Context: an optimization exercise on an open-source flow, tuned for small area and a short achievable clock period. The choices shown serve that exercise and are no tape-out recipe.
Function was checked by simulation only, so behaviour that the tests miss may differ from the original.
No activity file was given, so power comes from the tool's default toggle rates.

## MULTI_32bit
module MULTI_32bit(clk, rst, A, B, F);
  input clk, rst;
  input [31:0] A;
  input [31:0] B;
  output reg [31:0] F;
  reg r1_s;
  reg [7:0] r1_e;
  reg r1_c0_0;
  reg r1_c0_1;
  reg r1_c1_0;
  reg r1_c2_0;
  reg r1_c3_0;
  reg r1_c3_1;
  reg r1_c3_2;
  reg r1_c4_0;
  reg r1_c4_1;
  reg r1_c5_0;
  reg r1_c5_1;
  reg r1_c6_0;
  reg r1_c6_1;
  reg r1_c6_2;
  reg r1_c6_3;
  reg r1_c7_0;
  reg r1_c7_1;
  reg r1_c7_2;
  reg r1_c8_0;
  reg r1_c8_1;
  reg r1_c8_2;
  reg r1_c9_0;
  reg r1_c9_1;
  reg r1_c9_2;
  reg r1_c9_3;
  reg r1_c9_4;
  reg r1_c10_0;
  reg r1_c10_1;
  reg r1_c10_2;
  reg r1_c10_3;
  reg r1_c11_0;
  reg r1_c11_1;
  reg r1_c11_2;
  reg r1_c11_3;
  reg r1_c12_0;
  reg r1_c12_1;
  reg r1_c12_2;
  reg r1_c12_3;
  reg r1_c12_4;
  reg r1_c12_5;
  reg r1_c13_0;
  reg r1_c13_1;
  reg r1_c13_2;
  reg r1_c13_3;
  reg r1_c13_4;
  reg r1_c14_0;
  reg r1_c14_1;
  reg r1_c14_2;
  reg r1_c14_3;
  reg r1_c14_4;
  reg r1_c15_0;
  reg r1_c15_1;
  reg r1_c15_2;
  reg r1_c15_3;
  reg r1_c15_4;
  reg r1_c15_5;
  reg r1_c15_6;
  reg r1_c16_0;
  reg r1_c16_1;
  reg r1_c16_2;
  reg r1_c16_3;
  ...
Size: ~1800 cells after synthesis, ~22000 um^2 of cells after synthesis.
export LEC_CHECK = 0
export ABC_CLOCK_PERIOD_IN_PS = 2500
export CAP_MARGIN = 20
export CORE_MARGIN = 2
export CORE_UTILIZATION = 50
export CTS_BUF_LIST = sky130_fd_sc_hd__clkbuf_16
export CTS_CLUSTER_DIAMETER = 80
export CTS_CLUSTER_SIZE = 30
export SETUP_SLACK_MARGIN = 4.35
export SLEW_MARGIN = 20
export SYNTH_HIERARCHICAL = 1
export SYNTH_MINIMUM_KEEP_SIZE = 0
create_clock -name core_clock -period 7.0 [get_ports {clk}]
standard.sh (not shown) runs the stock make flow with config.mk's settings and CLKGATE_MAP_FILE= SYNTH_SCRIPT=/design/flow/synth_recipe.tcl, a recipe that flattens the netlist after the stock synthesis.
==> flow/flow/run.sh <==
#!/bin/bash
# The standard layout, but with port buffers of a plain buffer cell
# (buffer_ports otherwise picks a delay cell, clkdlybuf4s50_1).
set -euo pipefail
export BUFFER_PORTS_ARGS="-buffer_cell sky130_fd_sc_hd__buf_4"
bash standard.sh > make_finish.log 2>&1
Edit:
SETUP_SLACK_MARGIN = 4.3   (was 4.35)
=>
- cell area is lower by 1.7%
- via count is lower by about 1.3%
- count of clock-buffer cells in the layout is lower by 3
- sequential cell count stays the same
- setup slack gains 0.050 ns
- final cell count is lower by 0.35%
- area after synthesis stays the same
- routed wire length is lower by 1.7%
- global-route usage is lower by 0.44 points
- hold slack hardly moves
- non-clock buffer count is lower by 5
Edit:
SETUP_SLACK_MARGIN = 4.25   (was 4.3)
=> The new run finished clean; first-iteration DRC count rises by about a fifth; setup slack degrades by 0.037 ns; global-route usage rises by 0.29 points.

---

raven:
MULTI_32bit, a different RTL version from the one above (not shown whole).
For scale: about 400 flip-flops, about 98 I/O pins, roughly 0.022 mm2 of cells after synthesis.
Design MULTI_32bit, start of the top module:
module MULTI_32bit(clk, rst, A, B, F);
  input clk, rst;
  input [31:0] A;
  input [31:0] B;
  output reg [31:0] F;
  reg r1_s;
  reg [7:0] r1_e;
  reg r1_c0_0;
  reg r1_c0_1;
  reg r1_c1_0;
  reg r1_c2_0;
  reg r1_c3_0;
  reg r1_c3_1;
  reg r1_c3_2;
  reg r1_c4_0;
  reg r1_c4_1;
  reg r1_c5_0;
  reg r1_c5_1;
  reg r1_c6_0;
  reg r1_c6_1;
  reg r1_c6_2;
  reg r1_c6_3;
  reg r1_c7_0;
  reg r1_c7_1;
  reg r1_c7_2;
  reg r1_c8_0;
  reg r1_c8_1;
  reg r1_c8_2;
  reg r1_c9_0;
  reg r1_c9_1;
  reg r1_c9_2;
  reg r1_c9_3;
  reg r1_c9_4;
  reg r1_c10_0;
  reg r1_c10_1;
  reg r1_c10_2;
  reg r1_c10_3;
  reg r1_c11_0;
  reg r1_c11_1;
  reg r1_c11_2;
  reg r1_c11_3;
  reg r1_c12_0;
  reg r1_c12_1;
  reg r1_c12_2;
  reg r1_c12_3;
  reg r1_c12_4;
  reg r1_c12_5;
  reg r1_c13_0;
  reg r1_c13_1;
  reg r1_c13_2;
  reg r1_c13_3;
  reg r1_c13_4;
  reg r1_c14_0;
  reg r1_c14_1;
  reg r1_c14_2;
  reg r1_c14_3;
  reg r1_c14_4;
  reg r1_c15_0;
  reg r1_c15_1;
  reg r1_c15_2;
  reg r1_c15_3;
  reg r1_c15_4;
  reg r1_c15_5;
  reg r1_c15_6;
  reg r1_c16_0;
  reg r1_c16_1;
  reg r1_c16_2;
  reg r1_c16_3;
  reg r1_c16_4;
  reg r1_c16_5;
  reg r1_c17_0;
  reg r1_c17_1;
  reg r1_c17_2;
  reg r1_c17_3;
  reg r1_c17_4;
  reg r1_c17_5;
  reg r1_c18_0;
  reg r1_c18_1;
  reg r1_c18_2;
  reg r1_c18_3;
  reg r1_c18_4;
  reg r1_c18_5;
  reg r1_c18_6;
  reg r1_c18_7;
  reg r1_c19_0;
  reg r1_c19_1;
  reg r1_c19_2;
  reg r1_c19_3;
  reg r1_c19_4;
  reg r1_c19_5;
  reg r1_c19_6;
  reg r1_c20_0;
  reg r1_c20_1;
  reg r1_c20_2;
  reg r1_c20_3;
  reg r1_c20_4;
  reg r1_c20_5;
  reg r1_c20_6;
  reg r1_c21_0;
  reg r1_c21_1;
  reg r1_c21_2;
  reg r1_c21_3;
  reg r1_c21_4;
  reg r1_c21_5;
  reg r1_c21_6;
  reg r1_c21_7;
  reg r1_c21_8;
  reg r1_c22_0;
  reg r1_c22_1;
  reg r1_c22_2;
  reg r1_c22_3;
  reg r1_c22_4;
  reg r1_c22_5;
  reg r1_c22_6;
  reg r1_c22_7;
  reg r1_c23_0;
  reg r1_c23_1;
  reg r1_c23_2;
  reg r1_c23_3;
  reg r1_c23_4;
  reg r1_c23_5;
  reg r1_c23_6;
  reg r1_c23_7;
  reg r1_c24_0;
  reg r1_c24_1;
  reg r1_c24_2;
  reg r1_c24_3;
  reg r1_c24_4;
  reg r1_c24_5;
  reg r1_c24_6;
  reg r1_c24_7;
  ...
==> flow/config.mk <==
export PLATFORM = sky130hd
export DESIGN_NAME = MULTI_32bit
export DESIGN_NICKNAME = MULTI_32bit
export VERILOG_FILES = /design/flow/design.v
export SDC_FILE = /design/flow/constraint.sdc
export NUM_CORES = 4
export LEC_CHECK = 0
export ABC_CLOCK_PERIOD_IN_PS = 2500
export CAP_MARGIN = 20
export CORE_MARGIN = 2
export CORE_UTILIZATION = 40
export CTS_BUF_LIST = sky130_fd_sc_hd__clkbuf_8
export SETUP_SLACK_MARGIN = 4.3
export SLEW_MARGIN = 20
export SYNTH_HIERARCHICAL = 1
export SYNTH_MINIMUM_KEEP_SIZE = 0
==> flow/constraint.sdc <==
create_clock -name core_clock -period 7.0 [get_ports {clk}]
set_input_delay 1.4000 -clock core_clock [delete_from_list [all_inputs] [get_ports {clk}]]
set_output_delay 1.4000 -clock core_clock [all_outputs]
set_load 0.01 [all_outputs]
Scripts as last shown in full above: flow/flow/run.sh
Setup changes, raven to nickel
-- flow/config.mk --
<<< raven, line 12
export CTS_BUF_LIST = sky130_fd_sc_hd__clkbuf_8
export SETUP_SLACK_MARGIN = 4.3
>>> nickel, line 12
export SETUP_SLACK_MARGIN = 4.5
- The final reports for nickel and raven show relative area of non-clock buffer cells in the final design higher in the former.
- nickel — final non-filler cell area 14% higher, raven as reference
- The lower sequential share of cell area of raven and nickel is in nickel.
- Comparing raven and nickel, power after layout is lower on raven.
- Inverter count of the layout excluding clock inverters (higher): nickel
- nickel reports a higher worst stage delay on the critical path than raven does.
Modified inputs, garnet compared to nickel
-- flow/config.mk --
<<< nickel, line 12
export SETUP_SLACK_MARGIN = 4.5
>>> garnet, line 12
export CTS_BUF_LIST = sky130_fd_sc_hd__clkbuf_8
export SETUP_SLACK_MARGIN = 4.1
==> run summary <==
garnet ended with every stage complete and zero timing, DRC or antenna violations.
Of the two values seen for startpoint-to-endpoint class of the critical path, register to register was produced by nickel and input port to register by garnet.
Changes observed in garnet relative to nickel: global-route wire length before repair went down 11000 um; global-route usage went down 3.2 points.
The final reports for garnet and nickel show worst slew margin relative to its limit lower in the former.
Cmp garnet and nickel / post-layout minimum cycle time / lower: nickel
garnet: utilization of the core after routing lower than nickel
There was hardly any difference in share of cell area taken by multi-input logic gates between garnet and nickel.
Compared with nickel, garnet improves sum of net half-perimeters after detailed placement.
Comparing garnet and nickel, the higher fraction of the cycle the final worst path needs is on garnet.

---

Setup of run G:
Another version of the RTL of MULTI_32bit (not shown whole).
For scale: ~1,900 cells after synthesis, about 98 I/O pins, ~0.023 mm² of cells after synthesis.
clock: 7.0 ns
lec_check: 0
abc_clock_period_in_ps: 2500
cap_margin: 20
core_margin: 2
core_utilization: 40
cts_buf_list: sky130_fd_sc_hd__clkbuf_16
cts_cluster_diameter: 80
cts_cluster_size: 30
setup_slack_margin: 4.3
slew_margin: 20
synth_hierarchical: 1
synth_minimum_keep_size: 0
Scripts as last shown in full above: flow/flow/run.sh
No stage failed in run G, and the final checks on the layout all came back clean.
Here is what was changed in the inputs of run F compared with run G.
Settings: removing CTS_CLUSTER_DIAMETER (formerly 80); changing CTS_BUF_LIST from sky130_fd_sc_hd__clkbuf_16 to sky130_fd_sc_hd__clkbuf_8; removing CTS_CLUSTER_SIZE (formerly 30).
diff --git a/flow/flow/run.sh b/flow/flow/run.sh
--- a/flow/flow/run.sh
+++ b/flow/flow/run.sh
@@ -4,3 +4,3 @@
 set -euo pipefail
-export BUFFER_PORTS_ARGS="-buffer_cell sky130_fd_sc_hd__buf_4"
+export BUFFER_PORTS_ARGS="-buffer_cell sky130_fd_sc_hd__buf_2"
 bash standard.sh > make_finish.log 2>&1
[summary]
Timing startpoint of the critical path = r2_p3: run F; timing startpoint of the critical path = B[3]: run G
Of the two values seen for highest-delay cell along the critical path, sky130_fd_sc_hd__o2111ai_4 was produced by run F and sky130_fd_sc_hd__fa_1 by run G.
Via count of the first global-routing pass: run F vs run G up 832
Re synthesized area: no difference whatsoever between run F and run G.
Measured against each other, run G and run F differ in final period utilization, the higher figure coming from run F.
Diff run F..run G | overall die area | unchanged
Per the comparison of run F with run G, top achievable clock speed fell by 10 MHz; cell area has increased; multi-input gate share of the layout cell area fell 1.5 points.

---

== build 34 ==
MULTI_32bit with an RTL version that a note above also has.
Size: roughly 1900 cells after synthesis, ~98 I/O pins, roughly 0.022 mm2 of cells after synthesis.
## MULTI_32bit
module MULTI_32bit(clk, rst, A, B, F);
  input clk, rst;
  input [31:0] A;
  input [31:0] B;
  output reg [31:0] F;
  reg r1_s;
  reg [7:0] r1_e;
  reg r1_c0_0;
  reg r1_c0_1;
  reg r1_c1_0;
  reg r1_c2_0;
  reg r1_c3_0;
  reg r1_c3_1;
  reg r1_c3_2;
  reg r1_c4_0;
  reg r1_c4_1;
  reg r1_c5_0;
  reg r1_c5_1;
  reg r1_c6_0;
  reg r1_c6_1;
  reg r1_c6_2;
  reg r1_c6_3;
  reg r1_c7_0;
  reg r1_c7_1;
  reg r1_c7_2;
  reg r1_c8_0;
  reg r1_c8_1;
  reg r1_c8_2;
  reg r1_c9_0;
  reg r1_c9_1;
  reg r1_c9_2;
  reg r1_c9_3;
  reg r1_c9_4;
  reg r1_c10_0;
  reg r1_c10_1;
  reg r1_c10_2;
  reg r1_c10_3;
  reg r1_c11_0;
  reg r1_c11_1;
  reg r1_c11_2;
  reg r1_c11_3;
  reg r1_c12_0;
  reg r1_c12_1;
  reg r1_c12_2;
  reg r1_c12_3;
  reg r1_c12_4;
  reg r1_c12_5;
  reg r1_c13_0;
  reg r1_c13_1;
  reg r1_c13_2;
  reg r1_c13_3;
  reg r1_c13_4;
  reg r1_c14_0;
  reg r1_c14_1;
  reg r1_c14_2;
  reg r1_c14_3;
  reg r1_c14_4;
  reg r1_c15_0;
  reg r1_c15_1;
  reg r1_c15_2;
  reg r1_c15_3;
  reg r1_c15_4;
  reg r1_c15_5;
  reg r1_c15_6;
  reg r1_c16_0;
  reg r1_c16_1;
  reg r1_c16_2;
  reg r1_c16_3;
  reg r1_c16_4;
  reg r1_c16_5;
  reg r1_c17_0;
  reg r1_c17_1;
  reg r1_c17_2;
  reg r1_c17_3;
  reg r1_c17_4;
  reg r1_c17_5;
  reg r1_c18_0;
  reg r1_c18_1;
  reg r1_c18_2;
  reg r1_c18_3;
  reg r1_c18_4;
  reg r1_c18_5;
  reg r1_c18_6;
  reg r1_c18_7;
  reg r1_c19_0;
  reg r1_c19_1;
  reg r1_c19_2;
  reg r1_c19_3;
  reg r1_c19_4;
  reg r1_c19_5;
  reg r1_c19_6;
  reg r1_c20_0;
  reg r1_c20_1;
  reg r1_c20_2;
  reg r1_c20_3;
  reg r1_c20_4;
  reg r1_c20_5;
  reg r1_c20_6;
  reg r1_c21_0;
  reg r1_c21_1;
  reg r1_c21_2;
  reg r1_c21_3;
  reg r1_c21_4;
  reg r1_c21_5;
  reg r1_c21_6;
  reg r1_c21_7;
  reg r1_c21_8;
  reg r1_c22_0;
  reg r1_c22_1;
  reg r1_c22_2;
  reg r1_c22_3;
  ...
==> flow/config.mk <==
export PLATFORM = sky130hd
export DESIGN_NAME = MULTI_32bit
export DESIGN_NICKNAME = MULTI_32bit
export VERILOG_FILES = /design/flow/design.v
export SDC_FILE = /design/flow/constraint.sdc
export NUM_CORES = 4
export LEC_CHECK = 0
export ABC_CLOCK_PERIOD_IN_PS = 2500
export CAP_MARGIN = 20
export CORE_MARGIN = 2
export CORE_UTILIZATION = 40
export CTS_BUF_LIST = sky130_fd_sc_hd__clkbuf_8
export SETUP_SLACK_MARGIN = 4.2
export SLEW_MARGIN = 20
export SYNTH_HIERARCHICAL = 1
export SYNTH_MINIMUM_KEEP_SIZE = 0
==> flow/constraint.sdc <==
create_clock -name core_clock -period 7.0 [get_ports {clk}]
set_input_delay 1.4000 -clock core_clock [delete_from_list [all_inputs] [get_ports {clk}]]
set_output_delay 1.4000 -clock core_clock [all_outputs]
set_load 0.01 [all_outputs]
==> flow/flow/run.sh <==
#!/bin/bash
# The standard layout, but with port buffers of a plain buffer cell
# (buffer_ports otherwise picks a delay cell, clkdlybuf4s50_1).
set -euo pipefail
export BUFFER_PORTS_ARGS="-buffer_cell sky130_fd_sc_hd__buf_4"
bash standard.sh > make_finish.log 2>&1
Setup changes, build 34 to build 54
- a change of CORE_UTILIZATION from 40 to 60
- a change of SETUP_SLACK_MARGIN from 4.2 to 4.5
Findings:
Critical path capture point: r2_h31 -> build 54, r1_c24_5 -> build 34
Against build 34, build 54 comes in 33 points higher on core utilization.
Total power draw (build 54 over build 34): increase, 18%
Of the two values seen for critical path class, in2reg was produced by build 34 and reg2reg by build 54.
Build 34 → build 54: number of vias in the routed layout moved up, combinational power share climbed 8.1 points.
The inputs of build 97 differ from those of build 54 as listed below.
- CORE_UTILIZATION changed from 60 to 40
Findings:
Summary of build 97 over build 54: met2 layer wire length in the routed design now larger, minimum setup slack among reg-to-reg paths now larger, number of placed instances, taps included now larger. Reported for build 54 and build 97, share of synthesized registers carrying an async set or reset turned out identical to the last digit. Looking at build 54 and build 97, the worst hold margin is a wash. Re worst slew slack as a fraction of its limit: build 97 is 0.89 points down on build 54. Compared build 97 against build 54; layout buffering overhead excluding clock cells within noise.

==> re-timing with driven ports <==
The flow's constraints put no driver on any port. The routed layouts listed below were extracted and timed again, unchanged, in two steps. Step 1 assumes that a clkbuf_16 drives the clock port and a buf_2 every other input. Step 2 times the ports against the registers' clock, not the clock port: input delays grow and output delays shrink by t, the midpoint of the rising clock arrivals with the driver on. Slacks: no drivers / after step 1 / after step 2; pairs: no drivers / after step 1.
run	t (ns)	setup WS [ns]	worst data-port slew with drivers (ns)
the first run of note 1	0.630	4.277 / 4.277 / 3.767	0.07
the second run of note 1	0.633	4.326 / 4.349 / 3.717	0.09
the third run of note 1	0.645	4.289 / 4.313 / 3.669	0.07
raven	0.693	4.292 / 4.297 / 3.623	0.06
nickel	0.639	4.322 / 4.322 / 3.776	0.17
garnet	0.686	4.089 / 4.103 / 3.417	0.07
run G	0.615	4.305 / 4.305 / 3.707	0.07
run F	0.670	4.228 / 4.228 / 3.663	0.07
build 34	0.700	4.178 / 4.202 / 3.502	0.05
build 54	0.684	4.204 / 4.204 / 3.789	0.17
build 97	0.690	4.293 / 4.293 / 3.738	0.18
After both steps setup and hold are still met in every run listed. The setup slack of build 34, which loses most, moves by +0.024 ns with the drivers and by -0.676 ns with both steps.
